From an optimization exercise on the open Yosys and OpenROAD flow, aimed at small area and a short achievable clock period; shortcuts taken in it are not production practice. In this exercise RTL edits were held to simulation tests only and were not proved equivalent to the original.

==> flow/config.mk <==
export PLATFORM = sky130hd
export DESIGN_NAME = softermax
export DESIGN_NICKNAME = softermax
export VERILOG_FILES = /design/flow/design.v
export SDC_FILE = /design/flow/constraint.sdc
export NUM_CORES = 4
export LEC_CHECK = 0
export ABC_AREA = 1
export CAP_MARGIN = 10
export CORE_MARGIN = 2
export CORE_UTILIZATION = 40
export CTS_BUF_LIST = sky130_fd_sc_hd__clkbuf_8
export CTS_CLUSTER_DIAMETER = 60
export CTS_CLUSTER_SIZE = 12
export SLEW_MARGIN = 10
==> flow/constraint.sdc <==
create_clock -name core_clock -period 17.5 [get_ports {clk}]
set_input_delay 3.5000 -clock core_clock [delete_from_list [all_inputs] [get_ports {clk}]]
set_output_delay 3.5000 -clock core_clock [all_outputs]
set_load 0.01 [all_outputs]
==> flow/design.v <==
module softermax (
    input clk,
    input  [79:0] unnormed_in,
    output [319:0] final_softmax
);
    function automatic [15:0] pow_val(input [1:0] f, input [3:0] s, input z);
        logic [15:0] h;
        begin
            case (f)
                2'd0: h = 16'h8000;
                2'd1: h = 16'h6BA2;
                2'd2: h = 16'h5A82;
                default: h = 16'h4C1B;
            endcase
            pow_val = z ? 16'd0 : (h >> s);
        end
    endfunction
    function automatic [39:0] rk0(input [5:0] dl);
        case (dl)
            6'd0: rk0 = 40'h0c05e80fc0;
            6'd1: rk0 = 40'h0c30006001;
            6'd2: rk0 = 40'h0c6018c042;
            6'd3: rk0 = 40'h0c90312083;
            6'd4: rk0 = 40'h0cc04980c4;
            6'd5: rk0 = 40'h0cf061e105;
            6'd6: rk0 = 40'h0d207a4146;
            6'd7: rk0 = 40'h0d5092a187;
            6'd8: rk0 = 40'h0d80ab01c8;
            6'd9: rk0 = 40'h0db0c36209;
            6'd10: rk0 = 40'h0de0dbc24a;
            6'd11: rk0 = 40'h0e10f4228b;
            6'd12: rk0 = 40'h0e410c82cc;
            6'd13: rk0 = 40'h0e7124e30d;
            6'd14: rk0 = 40'h0ea13d434e;
            6'd15: rk0 = 40'h0ed155a38f;
            6'd16: rk0 = 40'h0f016e03d0;
            6'd17: rk0 = 40'h0f31866411;
            6'd18: rk0 = 40'h0f619ec452;
            6'd19: rk0 = 40'h0f91b72493;
            6'd20: rk0 = 40'h0fc1cf84d4;
            6'd21: rk0 = 40'h0ff1e7e515;
            6'd22: rk0 = 40'h1022004556;
            6'd23: rk0 = 40'h105218a597;
            6'd24: rk0 = 40'h10823105d8;
            6'd25: rk0 = 40'h10b2496619;
            6'd26: rk0 = 40'h10e261c65a;
            6'd27: rk0 = 40'h11127a269b;
            6'd28: rk0 = 40'h11429286dc;
            6'd29: rk0 = 40'h1172aae71d;
            6'd30: rk0 = 40'h11a2c3475e;
            6'd31: rk0 = 40'h11d2dba79f;
            6'd32: rk0 = 40'h1202f407e0;
            6'd33: rk0 = 40'h12330c6821;
            6'd34: rk0 = 40'h126324c862;
            6'd35: rk0 = 40'h12933d28a3;
            6'd36: rk0 = 40'h12c35588e4;
            6'd37: rk0 = 40'h12f36de925;
            6'd38: rk0 = 40'h1323864966;
            6'd39: rk0 = 40'h13539ea9a7;
            6'd40: rk0 = 40'h1383b709e8;
            6'd41: rk0 = 40'h13b3cf6a29;
            6'd42: rk0 = 40'h13e3e7ca6a;
            6'd43: rk0 = 40'h1414002aab;
            6'd44: rk0 = 40'h1444188aec;
            6'd45: rk0 = 40'h147430eb2d;
            6'd46: rk0 = 40'h14a4494b6e;
            6'd47: rk0 = 40'h14d461abaf;
            6'd48: rk0 = 40'h15047a0bf0;
            6'd49: rk0 = 40'h1534926c31;
            6'd50: rk0 = 40'h1564aacc72;
            6'd51: rk0 = 40'h1594c32cb3;
            6'd52: rk0 = 40'h15c4db8cf4;
            6'd53: rk0 = 40'h15f4f3ed35;
            6'd54: rk0 = 40'h16250c4d76;
            6'd55: rk0 = 40'h165524adb7;
            6'd56: rk0 = 40'h16853d0df8;
            6'd57: rk0 = 40'h16b5556e39;
            6'd58: rk0 = 40'h16e56dce7a;
            6'd59: rk0 = 40'h1715862ebb;
            6'd60: rk0 = 40'h17459e8efc;
            6'd61: rk0 = 40'h1775b6ef3d;
            6'd62: rk0 = 40'h17a5cf4f7e;
            6'd63: rk0 = 40'h17d5e7afbf;
            default: rk0 = 40'h0;
        endcase
    endfunction
    function automatic [39:0] rk1(input [5:0] dl);
        case (dl)
            6'd0: rk1 = 40'h1806001000;
            6'd1: rk1 = 40'h1865f40fe0;
            6'd2: rk1 = 40'h18c5e80fc0;
            6'd3: rk1 = 40'h1925dc0fa0;
            6'd4: rk1 = 40'h1985d00f80;
            6'd5: rk1 = 40'h19e5c40f60;
            6'd6: rk1 = 40'h1a45b80f40;
            6'd7: rk1 = 40'h1aa5ac0f20;
            6'd8: rk1 = 40'h1b05a00f00;
            6'd9: rk1 = 40'h1b65940ee0;
            6'd10: rk1 = 40'h1bc5880ec0;
            6'd11: rk1 = 40'h1c257c0ea0;
            6'd12: rk1 = 40'h1c85700e80;
            6'd13: rk1 = 40'h1ce5640e60;
            6'd14: rk1 = 40'h1d45580e40;
            6'd15: rk1 = 40'h1da54c0e20;
            6'd16: rk1 = 40'h1e05400e00;
            6'd17: rk1 = 40'h1e65340de0;
            6'd18: rk1 = 40'h1ec5280dc0;
            6'd19: rk1 = 40'h1f251c0da0;
            6'd20: rk1 = 40'h1f85100d80;
            6'd21: rk1 = 40'h1fe5040d60;
            6'd22: rk1 = 40'h2044f80d40;
            6'd23: rk1 = 40'h20a4ec0d20;
            6'd24: rk1 = 40'h2104e00d00;
            6'd25: rk1 = 40'h2164d40ce0;
            6'd26: rk1 = 40'h21c4c80cc0;
            6'd27: rk1 = 40'h2224bc0ca0;
            6'd28: rk1 = 40'h2284b00c80;
            6'd29: rk1 = 40'h22e4a40c60;
            6'd30: rk1 = 40'h2344980c40;
            6'd31: rk1 = 40'h23a48c0c20;
            6'd32: rk1 = 40'h2404800c00;
            6'd33: rk1 = 40'h2464740be0;
            6'd34: rk1 = 40'h24c4680bc0;
            6'd35: rk1 = 40'h25245c0ba0;
            6'd36: rk1 = 40'h2584500b80;
            6'd37: rk1 = 40'h25e4440b60;
            6'd38: rk1 = 40'h2644380b40;
            6'd39: rk1 = 40'h26a42c0b20;
            6'd40: rk1 = 40'h2704200b00;
            6'd41: rk1 = 40'h2764140ae0;
            6'd42: rk1 = 40'h27c4080ac0;
            6'd43: rk1 = 40'h2823fc0aa0;
            6'd44: rk1 = 40'h2883f00a80;
            6'd45: rk1 = 40'h28e3e40a60;
            6'd46: rk1 = 40'h2943d80a40;
            6'd47: rk1 = 40'h29a3cc0a20;
            6'd48: rk1 = 40'h2a03c00a00;
            6'd49: rk1 = 40'h2a63b409e0;
            6'd50: rk1 = 40'h2ac3a809c0;
            6'd51: rk1 = 40'h2b239c09a0;
            6'd52: rk1 = 40'h2b83900980;
            6'd53: rk1 = 40'h2be3840960;
            6'd54: rk1 = 40'h2c43780940;
            6'd55: rk1 = 40'h2ca36c0920;
            6'd56: rk1 = 40'h2d03600900;
            6'd57: rk1 = 40'h2d635408e0;
            6'd58: rk1 = 40'h2dc34808c0;
            6'd59: rk1 = 40'h2e233c08a0;
            6'd60: rk1 = 40'h2e83300880;
            6'd61: rk1 = 40'h2ee3240860;
            6'd62: rk1 = 40'h2f43180840;
            6'd63: rk1 = 40'h2fa30c0820;
            default: rk1 = 40'h0;
        endcase
    endfunction
    function automatic [39:0] rk2(input [5:0] dl);
        case (dl)
            6'd0: rk2 = 40'h30031fe855;
            6'd1: rk2 = 40'h30631c284b;
            6'd2: rk2 = 40'h30c3186841;
            6'd3: rk2 = 40'h312314a837;
            6'd4: rk2 = 40'h318310e82d;
            6'd5: rk2 = 40'h31e30d2823;
            6'd6: rk2 = 40'h3243096819;
            6'd7: rk2 = 40'h32a305a80f;
            6'd8: rk2 = 40'h330301e805;
            6'd9: rk2 = 40'h3362fe27fb;
            6'd10: rk2 = 40'h33c2fa67f1;
            6'd11: rk2 = 40'h3422f6a7e7;
            6'd12: rk2 = 40'h3482f2e7dd;
            6'd13: rk2 = 40'h34e2ef27d3;
            6'd14: rk2 = 40'h3542eb67c9;
            6'd15: rk2 = 40'h35a2e7a7bf;
            6'd16: rk2 = 40'h3602e3e7b5;
            6'd17: rk2 = 40'h3662e027ab;
            6'd18: rk2 = 40'h36c2dc67a1;
            6'd19: rk2 = 40'h3722d8a797;
            6'd20: rk2 = 40'h3782d4e78d;
            6'd21: rk2 = 40'h37e2d12783;
            6'd22: rk2 = 40'h3842cd6779;
            6'd23: rk2 = 40'h38a2c9a76f;
            6'd24: rk2 = 40'h3902c5e765;
            6'd25: rk2 = 40'h3962c2275b;
            6'd26: rk2 = 40'h39c2be6751;
            6'd27: rk2 = 40'h3a22baa747;
            6'd28: rk2 = 40'h3a82b6e73d;
            6'd29: rk2 = 40'h3ae2b32733;
            6'd30: rk2 = 40'h3b42af6729;
            6'd31: rk2 = 40'h3ba2aba71f;
            6'd32: rk2 = 40'h3c02a7e715;
            6'd33: rk2 = 40'h3c62a4270b;
            6'd34: rk2 = 40'h3cc2a06701;
            6'd35: rk2 = 40'h3d229ca6f7;
            6'd36: rk2 = 40'h3d8298e6ed;
            6'd37: rk2 = 40'h3de29526e3;
            6'd38: rk2 = 40'h3e429166d9;
            6'd39: rk2 = 40'h3ea28da6cf;
            6'd40: rk2 = 40'h3f0289e6c5;
            6'd41: rk2 = 40'h3f628626bb;
            6'd42: rk2 = 40'h3fc28266b1;
            6'd43: rk2 = 40'h40227ea6a7;
            6'd44: rk2 = 40'h40827ae69d;
            6'd45: rk2 = 40'h40e2772693;
            6'd46: rk2 = 40'h4142736689;
            6'd47: rk2 = 40'h41a26fa67f;
            6'd48: rk2 = 40'h42026be675;
            6'd49: rk2 = 40'h426268266b;
            6'd50: rk2 = 40'h42c2646661;
            6'd51: rk2 = 40'h432260a657;
            6'd52: rk2 = 40'h43825ce64d;
            6'd53: rk2 = 40'h43e2592643;
            6'd54: rk2 = 40'h4442556639;
            6'd55: rk2 = 40'h44a251a62f;
            6'd56: rk2 = 40'h45024de625;
            6'd57: rk2 = 40'h45624a261b;
            6'd58: rk2 = 40'h45c2466611;
            6'd59: rk2 = 40'h462242a607;
            6'd60: rk2 = 40'h46823ee5fd;
            6'd61: rk2 = 40'h46e23b25f3;
            6'd62: rk2 = 40'h47423765e9;
            6'd63: rk2 = 40'h47a233a5df;
            default: rk2 = 40'h0;
        endcase
    endfunction
    function automatic [39:0] rk3(input [5:0] dl);
        case (dl)
            6'd0: rk3 = 40'h480217e595;
            6'd1: rk3 = 40'h4862160590;
            6'd2: rk3 = 40'h48c214258b;
            6'd3: rk3 = 40'h4922124586;
            6'd4: rk3 = 40'h4982106581;
            6'd5: rk3 = 40'h49e20e857c;
            6'd6: rk3 = 40'h4a420ca577;
            6'd7: rk3 = 40'h4aa20ac572;
            6'd8: rk3 = 40'h4b0208e56d;
            6'd9: rk3 = 40'h4b62070568;
            6'd10: rk3 = 40'h4bc2052563;
            6'd11: rk3 = 40'h4c2203455e;
            6'd12: rk3 = 40'h4c82016559;
            6'd13: rk3 = 40'h4ce1ff8554;
            6'd14: rk3 = 40'h4d41fda54f;
            6'd15: rk3 = 40'h4da1fbc54a;
            6'd16: rk3 = 40'h4e01f9e545;
            6'd17: rk3 = 40'h4e61f80540;
            6'd18: rk3 = 40'h4ec1f6253b;
            6'd19: rk3 = 40'h4f21f44536;
            6'd20: rk3 = 40'h4f81f26531;
            6'd21: rk3 = 40'h4fe1f0852c;
            6'd22: rk3 = 40'h5041eea527;
            6'd23: rk3 = 40'h50a1ecc522;
            6'd24: rk3 = 40'h5101eae51d;
            6'd25: rk3 = 40'h5161e90518;
            6'd26: rk3 = 40'h51c1e72513;
            6'd27: rk3 = 40'h5221e5450e;
            6'd28: rk3 = 40'h5281e36509;
            6'd29: rk3 = 40'h52e1e18504;
            6'd30: rk3 = 40'h5341dfa4ff;
            6'd31: rk3 = 40'h53a1ddc4fa;
            6'd32: rk3 = 40'h5401dbe4f5;
            6'd33: rk3 = 40'h5461da04f0;
            6'd34: rk3 = 40'h54c1d824eb;
            6'd35: rk3 = 40'h5521d644e6;
            6'd36: rk3 = 40'h5581d464e1;
            6'd37: rk3 = 40'h55e1d284dc;
            6'd38: rk3 = 40'h5641d0a4d7;
            6'd39: rk3 = 40'h56a1cec4d2;
            6'd40: rk3 = 40'h5701cce4cd;
            6'd41: rk3 = 40'h5761cb04c8;
            6'd42: rk3 = 40'h57c1c924c3;
            6'd43: rk3 = 40'h5821c744be;
            6'd44: rk3 = 40'h5881c564b9;
            6'd45: rk3 = 40'h58e1c384b4;
            6'd46: rk3 = 40'h5941c1a4af;
            6'd47: rk3 = 40'h59a1bfc4aa;
            6'd48: rk3 = 40'h5a01bde4a5;
            6'd49: rk3 = 40'h5a61bc04a0;
            6'd50: rk3 = 40'h5ac1ba249b;
            6'd51: rk3 = 40'h5b21b84496;
            6'd52: rk3 = 40'h5b81b66491;
            6'd53: rk3 = 40'h5be1b4848c;
            6'd54: rk3 = 40'h5c41b2a487;
            6'd55: rk3 = 40'h5ca1b0c482;
            6'd56: rk3 = 40'h5d01aee47d;
            6'd57: rk3 = 40'h5d61ad0478;
            6'd58: rk3 = 40'h5dc1ab2473;
            6'd59: rk3 = 40'h5e21a9446e;
            6'd60: rk3 = 40'h5e81a76469;
            6'd61: rk3 = 40'h5ee1a58464;
            6'd62: rk3 = 40'h5f41a3a45f;
            6'd63: rk3 = 40'h5fa1a1c45a;
            default: rk3 = 40'h0;
        endcase
    endfunction
    function automatic [39:0] rk4(input [5:0] dl);
        case (dl)
            6'd0: rk4 = 40'h6001932433;
            6'd1: rk4 = 40'h6061920430;
            6'd2: rk4 = 40'h60c190e42d;
            6'd3: rk4 = 40'h61218fc42a;
            6'd4: rk4 = 40'h61818ea427;
            6'd5: rk4 = 40'h61e18d8424;
            6'd6: rk4 = 40'h62418c6421;
            6'd7: rk4 = 40'h62a18b441e;
            6'd8: rk4 = 40'h63018a241b;
            6'd9: rk4 = 40'h6361890418;
            6'd10: rk4 = 40'h63c187e415;
            6'd11: rk4 = 40'h642186c412;
            6'd12: rk4 = 40'h648185a40f;
            6'd13: rk4 = 40'h64e184840c;
            6'd14: rk4 = 40'h6541836409;
            6'd15: rk4 = 40'h65a1824406;
            6'd16: rk4 = 40'h6601812403;
            6'd17: rk4 = 40'h6661800400;
            6'd18: rk4 = 40'h66c17ee3fd;
            6'd19: rk4 = 40'h67217dc3fa;
            6'd20: rk4 = 40'h67817ca3f7;
            6'd21: rk4 = 40'h67e17b83f4;
            6'd22: rk4 = 40'h68417a63f1;
            6'd23: rk4 = 40'h68a17943ee;
            6'd24: rk4 = 40'h69017823eb;
            6'd25: rk4 = 40'h69617703e8;
            6'd26: rk4 = 40'h69c175e3e5;
            6'd27: rk4 = 40'h6a2174c3e2;
            6'd28: rk4 = 40'h6a8173a3df;
            6'd29: rk4 = 40'h6ae17283dc;
            6'd30: rk4 = 40'h6b417163d9;
            6'd31: rk4 = 40'h6ba17043d6;
            6'd32: rk4 = 40'h6c016f23d3;
            6'd33: rk4 = 40'h6c616e03d0;
            6'd34: rk4 = 40'h6cc16ce3cd;
            6'd35: rk4 = 40'h6d216bc3ca;
            6'd36: rk4 = 40'h6d816aa3c7;
            6'd37: rk4 = 40'h6de16983c4;
            6'd38: rk4 = 40'h6e416863c1;
            6'd39: rk4 = 40'h6ea16743be;
            6'd40: rk4 = 40'h6f016623bb;
            6'd41: rk4 = 40'h6f616503b8;
            6'd42: rk4 = 40'h6fc163e3b5;
            6'd43: rk4 = 40'h702162c3b2;
            6'd44: rk4 = 40'h708161a3af;
            6'd45: rk4 = 40'h70e16083ac;
            6'd46: rk4 = 40'h71415f63a9;
            6'd47: rk4 = 40'h71a15e43a6;
            6'd48: rk4 = 40'h72015d23a3;
            6'd49: rk4 = 40'h72615c03a0;
            6'd50: rk4 = 40'h72c15ae39d;
            6'd51: rk4 = 40'h732159c39a;
            6'd52: rk4 = 40'h738158a397;
            6'd53: rk4 = 40'h73e1578394;
            6'd54: rk4 = 40'h7441566391;
            6'd55: rk4 = 40'h74a155438e;
            6'd56: rk4 = 40'h750154238b;
            6'd57: rk4 = 40'h7561530388;
            6'd58: rk4 = 40'h75c151e385;
            6'd59: rk4 = 40'h762150c382;
            6'd60: rk4 = 40'h76814fa37f;
            6'd61: rk4 = 40'h76e14e837c;
            6'd62: rk4 = 40'h77414d6379;
            6'd63: rk4 = 40'h77a14c4376;
            default: rk4 = 40'h0;
        endcase
    endfunction
    function automatic [39:0] rk5(input [5:0] dl);
        case (dl)
            6'd0: rk5 = 40'h780142e35d;
            6'd1: rk5 = 40'h786142235b;
            6'd2: rk5 = 40'h78c1416359;
            6'd3: rk5 = 40'h792140a357;
            6'd4: rk5 = 40'h79813fe355;
            6'd5: rk5 = 40'h79e13f2353;
            6'd6: rk5 = 40'h7a413e6351;
            6'd7: rk5 = 40'h7aa13da34f;
            6'd8: rk5 = 40'h7b013ce34d;
            6'd9: rk5 = 40'h7b613c234b;
            6'd10: rk5 = 40'h7bc13b6349;
            6'd11: rk5 = 40'h7c213aa347;
            6'd12: rk5 = 40'h7c8139e345;
            6'd13: rk5 = 40'h7ce1392343;
            6'd14: rk5 = 40'h7d41386341;
            6'd15: rk5 = 40'h7da137a33f;
            6'd16: rk5 = 40'h7e0136e33d;
            6'd17: rk5 = 40'h7e6136233b;
            6'd18: rk5 = 40'h7ec1356339;
            6'd19: rk5 = 40'h7f2134a337;
            6'd20: rk5 = 40'h7f8133e335;
            6'd21: rk5 = 40'h7fe1332333;
            6'd22: rk5 = 40'h8041326331;
            6'd23: rk5 = 40'h80a131a32f;
            6'd24: rk5 = 40'h810130e32d;
            6'd25: rk5 = 40'h816130232b;
            6'd26: rk5 = 40'h81c12f6329;
            6'd27: rk5 = 40'h82212ea327;
            6'd28: rk5 = 40'h82812de325;
            6'd29: rk5 = 40'h82e12d2323;
            6'd30: rk5 = 40'h83412c6321;
            6'd31: rk5 = 40'h83a12ba31f;
            6'd32: rk5 = 40'h84012ae31d;
            6'd33: rk5 = 40'h84612a231b;
            6'd34: rk5 = 40'h84c1296319;
            6'd35: rk5 = 40'h852128a317;
            6'd36: rk5 = 40'h858127e315;
            6'd37: rk5 = 40'h85e1272313;
            6'd38: rk5 = 40'h8641266311;
            6'd39: rk5 = 40'h86a125a30f;
            6'd40: rk5 = 40'h870124e30d;
            6'd41: rk5 = 40'h876124230b;
            6'd42: rk5 = 40'h87c1236309;
            6'd43: rk5 = 40'h882122a307;
            6'd44: rk5 = 40'h888121e305;
            6'd45: rk5 = 40'h88e1212303;
            6'd46: rk5 = 40'h8941206301;
            6'd47: rk5 = 40'h89a11fa2ff;
            6'd48: rk5 = 40'h8a011ee2fd;
            6'd49: rk5 = 40'h8a611e22fb;
            6'd50: rk5 = 40'h8ac11d62f9;
            6'd51: rk5 = 40'h8b211ca2f7;
            6'd52: rk5 = 40'h8b811be2f5;
            6'd53: rk5 = 40'h8be11b22f3;
            6'd54: rk5 = 40'h8c411a62f1;
            6'd55: rk5 = 40'h8ca119a2ef;
            6'd56: rk5 = 40'h8d0118e2ed;
            6'd57: rk5 = 40'h8d611822eb;
            6'd58: rk5 = 40'h8dc11762e9;
            6'd59: rk5 = 40'h8e2116a2e7;
            6'd60: rk5 = 40'h8e8115e2e5;
            6'd61: rk5 = 40'h8ee11522e3;
            6'd62: rk5 = 40'h8f411462e1;
            6'd63: rk5 = 40'h8fa113a2df;
            default: rk5 = 40'h0;
        endcase
    endfunction
    function automatic [39:0] rk6(input [5:0] dl);
        case (dl)
            6'd0: rk6 = 40'h90010b62c9;
            6'd1: rk6 = 40'h90610b02c8;
            6'd2: rk6 = 40'h90c10aa2c7;
            6'd3: rk6 = 40'h91210a42c6;
            6'd4: rk6 = 40'h918109e2c5;
            6'd5: rk6 = 40'h91e10982c4;
            6'd6: rk6 = 40'h92410922c3;
            6'd7: rk6 = 40'h92a108c2c2;
            6'd8: rk6 = 40'h93010862c1;
            6'd9: rk6 = 40'h93610802c0;
            6'd10: rk6 = 40'h93c107a2bf;
            6'd11: rk6 = 40'h94210742be;
            6'd12: rk6 = 40'h948106e2bd;
            6'd13: rk6 = 40'h94e10682bc;
            6'd14: rk6 = 40'h95410622bb;
            6'd15: rk6 = 40'h95a105c2ba;
            6'd16: rk6 = 40'h96010562b9;
            6'd17: rk6 = 40'h96610502b8;
            6'd18: rk6 = 40'h96c104a2b7;
            6'd19: rk6 = 40'h97210442b6;
            6'd20: rk6 = 40'h978103e2b5;
            6'd21: rk6 = 40'h97e10382b4;
            6'd22: rk6 = 40'h98410322b3;
            6'd23: rk6 = 40'h98a102c2b2;
            6'd24: rk6 = 40'h99010262b1;
            6'd25: rk6 = 40'h99610202b0;
            6'd26: rk6 = 40'h99c101a2af;
            6'd27: rk6 = 40'h9a210142ae;
            6'd28: rk6 = 40'h9a8100e2ad;
            6'd29: rk6 = 40'h9ae10082ac;
            6'd30: rk6 = 40'h9b410022ab;
            6'd31: rk6 = 40'h9ba0ffc2aa;
            6'd32: rk6 = 40'h9c00ff62a9;
            6'd33: rk6 = 40'h9c60ff02a8;
            6'd34: rk6 = 40'h9cc0fea2a7;
            6'd35: rk6 = 40'h9d20fe42a6;
            6'd36: rk6 = 40'h9d80fde2a5;
            6'd37: rk6 = 40'h9de0fd82a4;
            6'd38: rk6 = 40'h9e40fd22a3;
            6'd39: rk6 = 40'h9ea0fcc2a2;
            6'd40: rk6 = 40'h9f00fc62a1;
            6'd41: rk6 = 40'h9f60fc02a0;
            6'd42: rk6 = 40'h9fc0fba29f;
            6'd43: rk6 = 40'ha020fb429e;
            6'd44: rk6 = 40'ha080fae29d;
            6'd45: rk6 = 40'ha0e0fa829c;
            6'd46: rk6 = 40'ha140fa229b;
            6'd47: rk6 = 40'ha1a0f9c29a;
            6'd48: rk6 = 40'ha200f96299;
            6'd49: rk6 = 40'ha260f90298;
            6'd50: rk6 = 40'ha2c0f8a297;
            6'd51: rk6 = 40'ha320f84296;
            6'd52: rk6 = 40'ha380f7e295;
            6'd53: rk6 = 40'ha3e0f78294;
            6'd54: rk6 = 40'ha440f72293;
            6'd55: rk6 = 40'ha4a0f6c292;
            6'd56: rk6 = 40'ha500f66291;
            6'd57: rk6 = 40'ha560f60290;
            6'd58: rk6 = 40'ha5c0f5a28f;
            6'd59: rk6 = 40'ha620f5428e;
            6'd60: rk6 = 40'ha680f4e28d;
            6'd61: rk6 = 40'ha6e0f4828c;
            6'd62: rk6 = 40'ha740f4228b;
            6'd63: rk6 = 40'ha7a0f3c28a;
            default: rk6 = 40'h0;
        endcase
    endfunction
    function automatic [39:0] rk7(input [5:0] dl);
        case (dl)
            6'd0: rk7 = 40'ha80457eb95;
            6'd1: rk7 = 40'ha864578b94;
            6'd2: rk7 = 40'ha8c4572b93;
            6'd3: rk7 = 40'ha92456cb92;
            6'd4: rk7 = 40'ha984566b91;
            6'd5: rk7 = 40'ha9e4560b90;
            6'd6: rk7 = 40'haa4455ab8f;
            6'd7: rk7 = 40'haaa4554b8e;
            6'd8: rk7 = 40'hab0454eb8d;
            6'd9: rk7 = 40'hab64548b8c;
            6'd10: rk7 = 40'habc4542b8b;
            6'd11: rk7 = 40'hac2453cb8a;
            6'd12: rk7 = 40'hac84536b89;
            6'd13: rk7 = 40'hace4530b88;
            6'd14: rk7 = 40'had4452ab87;
            6'd15: rk7 = 40'hada4524b86;
            6'd16: rk7 = 40'hae0451eb85;
            6'd17: rk7 = 40'hae64518b84;
            6'd18: rk7 = 40'haec4512b83;
            6'd19: rk7 = 40'haf2450cb82;
            6'd20: rk7 = 40'haf84506b81;
            6'd21: rk7 = 40'hafe4500b80;
            6'd22: rk7 = 40'hb0444fab7f;
            6'd23: rk7 = 40'hb0a44f4b7e;
            6'd24: rk7 = 40'hb1044eeb7d;
            6'd25: rk7 = 40'hb1644e8b7c;
            6'd26: rk7 = 40'hb1c44e2b7b;
            6'd27: rk7 = 40'hb2244dcb7a;
            6'd28: rk7 = 40'hb2844d6b79;
            6'd29: rk7 = 40'hb2e44d0b78;
            6'd30: rk7 = 40'hb3444cab77;
            6'd31: rk7 = 40'hb3a44c4b76;
            6'd32: rk7 = 40'hb4044beb75;
            6'd33: rk7 = 40'hb4644b8b74;
            6'd34: rk7 = 40'hb4c44b2b73;
            6'd35: rk7 = 40'hb5244acb72;
            6'd36: rk7 = 40'hb5844a6b71;
            6'd37: rk7 = 40'hb5e44a0b70;
            6'd38: rk7 = 40'hb64449ab6f;
            6'd39: rk7 = 40'hb6a4494b6e;
            6'd40: rk7 = 40'hb70448eb6d;
            6'd41: rk7 = 40'hb764488b6c;
            6'd42: rk7 = 40'hb7c4482b6b;
            6'd43: rk7 = 40'hb82447cb6a;
            6'd44: rk7 = 40'hb884476b69;
            6'd45: rk7 = 40'hb8e4470b68;
            6'd46: rk7 = 40'hb94446ab67;
            6'd47: rk7 = 40'hb9a4464b66;
            6'd48: rk7 = 40'hba0445eb65;
            6'd49: rk7 = 40'hba64458b64;
            6'd50: rk7 = 40'hbac4452b63;
            6'd51: rk7 = 40'hbb2444cb62;
            6'd52: rk7 = 40'hbb84446b61;
            6'd53: rk7 = 40'hbbe4440b60;
            6'd54: rk7 = 40'hbc4443ab5f;
            6'd55: rk7 = 40'hbca4434b5e;
            6'd56: rk7 = 40'hbd0442eb5d;
            6'd57: rk7 = 40'hbd64428b5c;
            6'd58: rk7 = 40'hbdc4422b5b;
            6'd59: rk7 = 40'hbe2441cb5a;
            6'd60: rk7 = 40'hbe84416b59;
            6'd61: rk7 = 40'hbee4410b58;
            6'd62: rk7 = 40'hbf4440ab57;
            6'd63: rk7 = 40'hbfa4404b56;
            default: rk7 = 40'h0;
        endcase
    endfunction
    genvar i, j;
    logic [9:0][6:0] key0;
    logic [9:0][5:0] u0;
    logic [9:0][1:0] f0;
    generate
        for (i = 0; i < 10; i++) begin : g_in
            wire [5:0] w = unnormed_in[8*i+2 +: 6] ^ 6'h20;
            wire       nz = |unnormed_in[8*i +: 2];
            wire       wrap = (&w) & nz;
            assign key0[i] = wrap ? 7'd0 : {w, nz};
            assign u0[i] = w + {5'd0, nz};
            assign f0[i] = 2'd0 - unnormed_in[8*i +: 2];
        end
    endgenerate
    logic [9:0] top;
    logic [9:0][9:0] gt;    
    generate
        for (i = 0; i < 10; i++) begin : g_gt
            for (j = i + 1; j < 10; j++) begin : g_pair
                assign gt[j][i] = key0[j] > key0[i];
            end
        end
        for (i = 0; i < 10; i++) begin : g_top
            wire [9:0] ok;
            for (j = 0; j < 10; j++) begin : g_ok
                if (j < i) begin : g_before
                    assign ok[j] = gt[i][j];
                end else if (j > i) begin : g_after
                    assign ok[j] = ~gt[j][i];
                end else begin : g_self
                    assign ok[j] = 1'b1;
                end
            end
            assign top[i] = &ok;
        end
    endgenerate
    logic [5:0] m0;
    always_comb begin
        m0 = 6'd0;
        for (int k = 0; k < 10; k++) m0 = m0 | ({6{top[k]}} & u0[k]);
    end
    logic [9:0][3:0] s0;
    logic [9:0]      z0;
    generate
        for (i = 0; i < 10; i++) begin : g_s
            wire [6:0] u16 = {1'b0, u0[i]} + 7'd16;
            assign s0[i] = m0[3:0] - u0[i][3:0];
            assign z0[i] = {1'b0, m0} >= u16;
        end
    endgenerate
    logic [9:0][1:0] f_q;
    logic [9:0][3:0] s_q;
    logic [9:0]      z_q;
    always_ff @(posedge clk) begin
        f_q <= f0;
        s_q <= s0;
        z_q <= z0;
    end
    logic [9:0][15:0] p1;
    generate
        for (i = 0; i < 10; i++) begin : g_p
            assign p1[i] = pow_val(f_q[i], s_q[i], z_q[i]);
        end
    endgenerate
    wire [18:0] sum1 = p1[0] + p1[1] + p1[2] + p1[3] + p1[4]
                     + p1[5] + p1[6] + p1[7] + p1[8] + p1[9];
    wire [9:0] d1 = sum1[18:9];
    wire [3:0] k1 = d1[9:6];
    wire [5:0] dl1 = d1[5:0];
    logic [7:0][39:0] tk1;
    assign tk1[0] = rk0(dl1);
    assign tk1[1] = rk1(dl1);
    assign tk1[2] = rk2(dl1);
    assign tk1[3] = rk3(dl1);
    assign tk1[4] = rk4(dl1);
    assign tk1[5] = rk5(dl1);
    assign tk1[6] = rk6(dl1);
    assign tk1[7] = rk7(dl1);
    logic [9:0]  rh;
    logic [12:0] rl;
    logic [11:0] rh3;
    logic [14:0] rl3;
    always_comb begin
        rh = 10'd0;
        {rh3, rl3, rl} = 40'd0;
        if (k1 <= 4'd7) begin
            rh = (k1 == 4'd0) ? {4'd1, dl1} : {d1[8:0], 1'b0};
            {rh3, rl3, rl} = tk1[k1[2:0]];
        end else if (k1 == 4'd8) begin
            rl3 = 15'd2901;
            rl  = 13'd967;
        end else if (k1 == 4'd9) begin
            rl3 = 15'd2592;
            rl  = 13'd864;
        end
    end
    logic [9:0][15:0] p_q;
    logic [9:0]  rh_q;
    logic [12:0] rl_q;
    logic [11:0] rh3_q;
    logic [14:0] rl3_q;
    always_ff @(posedge clk) begin
        p_q   <= p1;
        rh_q  <= rh;
        rl_q  <= rl;
        rh3_q <= rh3;
        rl3_q <= rl3;
    end
    wire [24:0] r2 = {rh_q, 2'b00, rl_q};
    wire [26:0] r3 = {rh3_q, rl3_q};
    logic [9:0][31:0] y2;
    logic [9:0][7:0][31:0] rows;
    generate
        for (i = 0; i < 10; i++) begin : g_mul
            genvar t;
            for (t = 0; t < 8; t++) begin : g_row
                wire [1:0] dg = p_q[i][2*t+1 -: 2];
                wire sel1 = dg == 2'd1;
                wire sel2 = dg == 2'd2;
                wire sel3 = (t < 7) && (dg == 2'd3);
                wire [26:0] m = ({27{sel1}} & {2'b00, r2})
                              | ({27{sel2}} & {1'b0, r2, 1'b0})
                              | ({27{sel3}} & r3);
                assign rows[i][t] = {5'd0, m} << (2*t);
            end
            assign y2[i] = rows[i][0] + rows[i][1] + rows[i][2] + rows[i][3]
                         + rows[i][4] + rows[i][5] + rows[i][6] + rows[i][7];
        end
    endgenerate
    logic [319:0] y_q;
    always_ff @(posedge clk) y_q <= y2;
    assign final_softmax = y_q;
endmodule
==> flow/flow/run.sh <==
#!/bin/bash
# The standard layout (the standard.sh: the standard synthesis, then ORFS from
# floorplan to finish) with these changes to how it is made:
#  - after the standard synthesis, fapol.py sets the polarity of each full adder
#    (a full adder is self-dual) so that fewer inverters sit between adders; it
#    touches only inverters and adder input wiring, never a register or port;
#  - every port is still buffered, but with a plain buffer cell rather than the
#    delay cell buffer_ports picks on its own;
#  - ORFS's timing repair is asked to keep a setup margin, so that it sizes and
#    buffers the worst paths (the SDC and clock period stay the design's).
# Each tool's output goes to a log of its own here (synth.log, fapol.log,
# layout.log) and to ORFS's logs under orfs/logs.
set -euo pipefail
RES=orfs/results/${FLOW_PLATFORM:-sky130hd}/softermax/base
bash standard.sh synth > synth.log 2>&1
if python3 flow/fapol.py "$RES/1_2_yosys.v" "$RES/1_2_yosys.fapol.v" > fapol.log 2>&1; then
  cp "$RES/1_2_yosys.v" "$RES/1_2_yosys.standard.v"
  mv "$RES/1_2_yosys.fapol.v" "$RES/1_2_yosys.v"
  rm -f "$RES/1_synth.odb" "$RES/1_synth.sdc"
fi
bash standard.sh SETUP_SLACK_MARGIN=11 TNS_END_PERCENT=0 \
  "BUFFER_PORTS_ARGS=-buffer_cell sky130_fd_sc_hd__buf_1" finish > layout.log 2>&1
==> flow/flow/fapol.py <==
#!/usr/bin/env python3
"""Re-balance the polarity of full adders in a flat gate netlist.

A full adder is self-dual: FA(~a, ~b, ~c) = (~sum, ~cout). Yosys' adder
extraction leaves an inverter between many adders. This script removes every
inverter, picks for each full adder whether it works on true or complemented
signals (greedy local search, then a short annealing that lowers the number of signals needed in both
polarities), and puts back one inverter for each signal that some pin needs
complemented. Registers, ports and all other cells are kept as they are.

usage: fapol.py IN.v OUT.v  (used by run.sh on the standard synthesis netlist)
"""
import re, sys, random

src = open(sys.argv[1]).read()
cell_re = re.compile(r'^  (sky130_fd_sc_hd__\w+) (\S+)\s+\((.*?)\n  \);\n', re.S | re.M)
pin_re = re.compile(r'\.(\w+)\(([^()]*)\)')
OUTPINS = {'X', 'Y', 'Q', 'Q_N', 'SUM', 'COUT', 'HI', 'LO'}

cells = []
for m in cell_re.finditer(src):
    typ, name, body = m.group(1), m.group(2), m.group(3)
    pins = [(p, n.strip()) for p, n in pin_re.findall(body)]
    cells.append([typ, name, pins, m.start(), m.end()])

def is_inv(typ):
    return re.fullmatch(r'sky130_fd_sc_hd__(inv|clkinv)_\d+', typ) is not None
def is_fa(typ):
    return typ == 'sky130_fd_sc_hd__fa_1' or re.fullmatch(r'sky130_fd_sc_hd__fa_\d+', typ)

hdr = src[:src.index(');') + 2]
portnames = set(re.findall(r'\b(\w+)\b', hdr.split('(', 1)[1]))
def is_port_net(n):
    base = n.split('[')[0].strip().lstrip('\\')
    return base in portnames

driver = {}
loads = {}
for ci, (typ, name, pins, s, e) in enumerate(cells):
    for p, n in pins:
        if p in OUTPINS:
            driver[n] = (ci, p)
        else:
            loads.setdefault(n, []).append((ci, p))

inv_cells = set()
for ci, c in enumerate(cells):
    if is_inv(c[0]):
        outn = dict(c[2])['Y']
        if is_port_net(outn):
            continue  # keep inverters that drive ports
        inv_cells.add(ci)

# root and parity of each net seen through removable inverters
memo = {}
def root(n):
    if n in memo:
        return memo[n]
    seen = 0
    r, par = n, 0
    while r in driver and driver[r][0] in inv_cells:
        ci = driver[r][0]
        r = dict(cells[ci][2])['A']
        par ^= 1
        seen += 1
        if seen > 1000:
            raise SystemExit('inverter loop')
    memo[n] = (r, par)
    return memo[n]

fa_cells = [ci for ci, c in enumerate(cells) if is_fa(c[0])]
fa_set = set(fa_cells)
mode = {ci: 0 for ci in fa_cells}

# consumers of each root: list of (ci, pin, parity)
cons = {}
for ci, c in enumerate(cells):
    if ci in inv_cells:
        continue
    for p, n in c[2]:
        if p in OUTPINS:
            continue
        r, par = root(n)
        cons.setdefault(r, []).append((ci, p, par))
# ports that read a net (outputs): nets that are ports and are read through inverters
# are handled by keeping such inverters (above); a port net read directly is a root.

def drv_q(r):
    d = driver.get(r)
    if d and d[0] in fa_set:
        return mode[d[0]]
    return 0

def root_cost(r):
    q = drv_q(r)
    for ci, p, par in cons.get(r, ()):
        m = mode[ci] if ci in fa_set else 0
        if par ^ m ^ q:
            return 1
    return 0

# roots touched by each FA (its inputs' roots and its outputs)
touch = {}
for ci in fa_cells:
    rs = set()
    for p, n in cells[ci][2]:
        if p in OUTPINS:
            rs.add(n)
        else:
            rs.add(root(n)[0])
    touch[ci] = rs

before = sum(root_cost(r) for r in cons)
random.seed(1)
for it in range(20):
    changed = 0
    order = fa_cells[:]
    random.shuffle(order)
    for ci in order:
        rs = touch[ci]
        c0 = sum(root_cost(r) for r in rs)
        mode[ci] ^= 1
        c1 = sum(root_cost(r) for r in rs)
        if c1 < c0:
            changed += 1
        else:
            mode[ci] ^= 1
    if not changed:
        break
# a little annealing after the greedy passes; keep the best modes seen
import math
cur = sum(root_cost(r) for r in cons)
best, best_mode = cur, dict(mode)
steps = 300000
for step in range(steps):
    ci = random.choice(fa_cells)
    rs = touch[ci]
    c0 = sum(root_cost(r) for r in rs)
    mode[ci] ^= 1
    dlt = sum(root_cost(r) for r in rs) - c0
    temp = max(0.05, 1.0 - step / steps)
    if dlt <= 0 or random.random() < math.exp(-dlt / temp):
        cur += dlt
        if cur < best:
            best, best_mode = cur, dict(mode)
    else:
        mode[ci] ^= 1
mode = best_mode
after = sum(root_cost(r) for r in cons)
sys.stderr.write(f'inverters kept for ports: {sum(1 for ci, c in enumerate(cells) if is_inv(c[0])) - len(inv_cells)}; removable {len(inv_cells)}; '
                 f'signals needing an inverter: before {before}, after {after}; adders flipped {sum(mode.values())}\n')

# rewrite
def esc(n):
    return n + ' ' if n.startswith('\\') else n
newnets = []
newcells = []
neg = {}
def negnet(r):
    if r not in neg:
        base = r.lstrip('\\').replace('[', '_').replace(']', '_').replace('.', '_').replace(' ', '')
        nn = f'_fapol_n{len(neg)}_'
        neg[r] = nn
        newnets.append(nn)
        newcells.append(f'  sky130_fd_sc_hd__inv_1 _fapol_i{len(neg)}_ (\n    .A({esc(r)}),\n    .Y({nn})\n  );\n')
    return neg[r]

out = []
pos = 0
for ci, (typ, name, pins, s, e) in enumerate(cells):
    out.append(src[pos:s])
    pos = e
    if ci in inv_cells:
        continue
    newpins = []
    for p, n in pins:
        if p in OUTPINS:
            newpins.append((p, n))
        else:
            r, par = root(n)
            m = mode[ci] if ci in fa_set else 0
            need = par ^ m ^ drv_q(r)
            newpins.append((p, negnet(r) if need else r))
    body = ',\n'.join(f'    .{p}({esc(n)})' for p, n in newpins)
    out.append(f'  {typ} {esc(name)} (\n{body}\n  );\n')
out.append(src[pos:])
res = ''.join(out)
# declare new nets and add new cells before endmodule
decl = ''.join(f'  wire {n};\n' for n in newnets)
i = res.index(';', res.index('module')) + 1
res = res[:i] + '\n' + decl + res[i + 1:]
j = res.rindex('endmodule')
res = res[:j] + ''.join(newcells) + res[j:]
open(sys.argv[2], 'w').write(res)
==> flow/standard.sh <==
#!/bin/bash
# synth_recipe.tcl (not shown) runs the flow's synth.tcl, then flattens the netlist and writes it again
# the make line also repeats each setting of config.mk as NAME=value (left out here)
make -C /OpenROAD-flow-scripts/flow DESIGN_CONFIG=/design/flow/config.mk WORK_HOME=/design/flow/orfs CLKGATE_MAP_FILE= SYNTH_SCRIPT=/design/flow/synth_recipe.tcl "${@:-finish}"
==> summary.txt <==
-- stage by stage --
stage | setup slack (ns) | hold WS (ns)
after floorplan | 10.34 | 0.430
after global placement | 8.78 | 0.561
after detailed placement | 8.76 | 0.549
after CTS | 10.64 | 0.532
after global routing | 10.34 | 0.556
final | 10.54 | 0.523
-- worst max-delay path, delay by kind of cell (launching register included) --
| family | cells | cell delay (ns) |
|---|---|---|
| DFF | 1 | 0.74 |
| and+or+nand+nor | 6 | 0.58 |
| buffers and inverters | 4 | 1.84 |
| adders and majority gates | 5 | 2.34 |
| AOI/OAI and AO/OA | 5 | 1.05 |
| xor gates and xnor gates | 1 | 0.14 |
-- routing by layer --
layer / GRT usage, % / vias up / routed length, um
met2: 50.9 / 8566 / 192000
met5: 0.426 / - / 255
met4: 22.2 / 26 / 37300
li1: - / 44700 / -
met1: 47.3 / 49800 / 186000
met3: 13.1 / 2212 / 69800
-- how the worst min path moves through the flow --
stage	endpoint	slack, ns
2_1_floorplan	y_q[128]	0.43
3_3_place_gp	p_q[51]	0.56
3_5_place_dp	p_q[51]	0.55
4_1_cts	p_q[51]	0.53
5_1_grt	p_q[51]	0.56
6_report	p_q[51]	0.52
-- flip-flops by register name (all words and copies together) (netlist names) --
signal	cells
f_q	20
p_q	160
rh3_q	12
rh_q	10
rl3_q	13
rl_q	13
s_q	40
y_q	320
z_q	10
-- final cells by class --
cell class | instances | area, um2
well taps | 3348 | 4190
repair buffers | 924 | 6130
clock buffers | 88 | 1210
inverters | 1637 | 6430
multi-input cells | 9730 | 82700
flip-flops and latches | 598 | 12200
diodes | 41 | 103
clock inverters | 49 | 519
fillers | 25300 | 138000
repair inverters | 3 | 20.0
-- cell usage in the layout, fill, tap and decap left out, types with 94 or more instances in the layout --
cell type  count
o221ai_1     468
a21oi_1     1401
o21ai_0      290
fa_1        1286
buf_1        363
o22ai_1     1252
nand2_1     1864
inv_1       1494
nand3_1      277
nor2_2       101
o21ai_1       94
ha_1         994
xnor2_1      141
dfxtp_1      530
buf_4        452
nor2_1       403
xor2_1       240
-- timing repair --
action / 4_1_cts / 5_1_grt
gates cloned: 9 / 5
resized for setup: 767 / 383
setup buffers: 153 / 91
setup endpoints to repair: 168 / 173
pin swaps: 135 / 169
hold buffers: 0 / 0
==> reports/results.ini <==
[global_routing]
grt_pass1_wl_um = 698000
grt_overflow = 0
grtUsageTotal_pct = 36.3
grt_max_degree = 57
grt_pass1_vias = 102000
antenna_found_initial = 39

[layout]
syn_to_final_growth_pct = 12.3
layout-drive-gt1-share_pct = 12.0
final_cell_area_um2 = 114000
nNetsFinal = 15400
fin_util_pct = 45.2
fin_cells = 16400

[setup_path]
r2r_cells = 21
crit_chain = clkinv_2, buf_4, buf_4, o221ai_1, fa_1, fa_1, fa_1, fa_1, ha_1, nand2_1, inv_1, nand3_1, o221ai_1, a21oi_1, o21ai_0, nand3_1, nand2_1, nand3_1, nand2_1, a21oi_1, xnor2_1
required_ns = 18.28
r2r_slack_ns = 10.54
cp-end-kind = flip-flop
slowest_stage = clkinv_2
arrival_ns = 7.74
crit_end = y_q[29]
cp_common_cell = fa_1
worstReg2RegEnd = y_q[29]
crit_fanout = 30
worst_path_largest_cell_delay_ns = 0.83
r2r-start = rh_q[2]
critPathKind = flip-flop to flip-flop
startpoint = rh_q[2]
start_kind = flip-flop

[placed_design]
hpwl_um = 345000
dp.cells = 16000
place.gp.congestion = 1.05
port-buffer-count = 400
place_area_um2 = 105000

[min_path]
hold_class = flip-flop to flip-flop
hold_depth = 1
hp-start = z_q[3]

[routing]
drt_iter0_markers = 15300
num_vias = 105000
via_per_inst = 6.41
wl_per_cell_um = 29.5
first_pass_iters = 9
finalWirelength_um = 485000
ant_nets = 0
drc = 0

[floorplanning]
dieHeight_um = 507
coreArea_um2 = 251000
num_rows = 184
die_w_um = 507
top_level_ports = 401
die_area_um2 = 257000
initial_core_util_pct = 40.2

[logic_synthesis]
synth_area_um2 = 101000
syn_nets = 15400
synth.avg_cell_area_um2 = 7.81
synthCells = 12900
ys_warn_count = 1

[timing]
hold_viol = 0
finalSetupViolCount = 0
relSlewSlack_pct = 8.57
period_needed_ns = 6.96
timing.setup.tns_ns = 0
period_share_pct = 39.8
max_freq_mhz = 144
clock_skew_ns = 0.0511
rsz0062_at_grt = true
slew_viol_final = 0
worstMarginPinSlew_ns = 1.37

[status]
outcome = complete, no violations

[clocking]
root_buffer = clkbuf_8
insertion_delay_ns = 0.94
tritoncts = done
cts.sinks = 598
clock_path_buffers = 3
path_clk_slew_ns = 0.08
htreeDepth = 3
cts_made_buffers = 80

[flow_run]
drv_cap = 0

==> re-timing with driven ports <==
No port has a modelled driver above. Below, the same layout with a new extraction and two added sets of constraints. Step 1: set_driving_cell puts a clkbuf_16 on clk and a buf_2 on each other input, an assumption about the parent block. Step 2 also shifts input and output timing later by t, the mid clock arrival at the registers, as if the neighbouring blocks saw the same clock. Slacks: ideal / step 1 / step 2; pairs: ideal / step 1.
t, ns: 1.009
setup WS [ns]: 10.536 / 10.536 / 9.614
worst setup path at the end: input to register
clock arrival spread, ns: 0.054 / 0.054
After both steps setup and hold are still met in this run. The setup slack of this run moves by 0.000 ns with the drivers and by -0.922 ns with both steps.
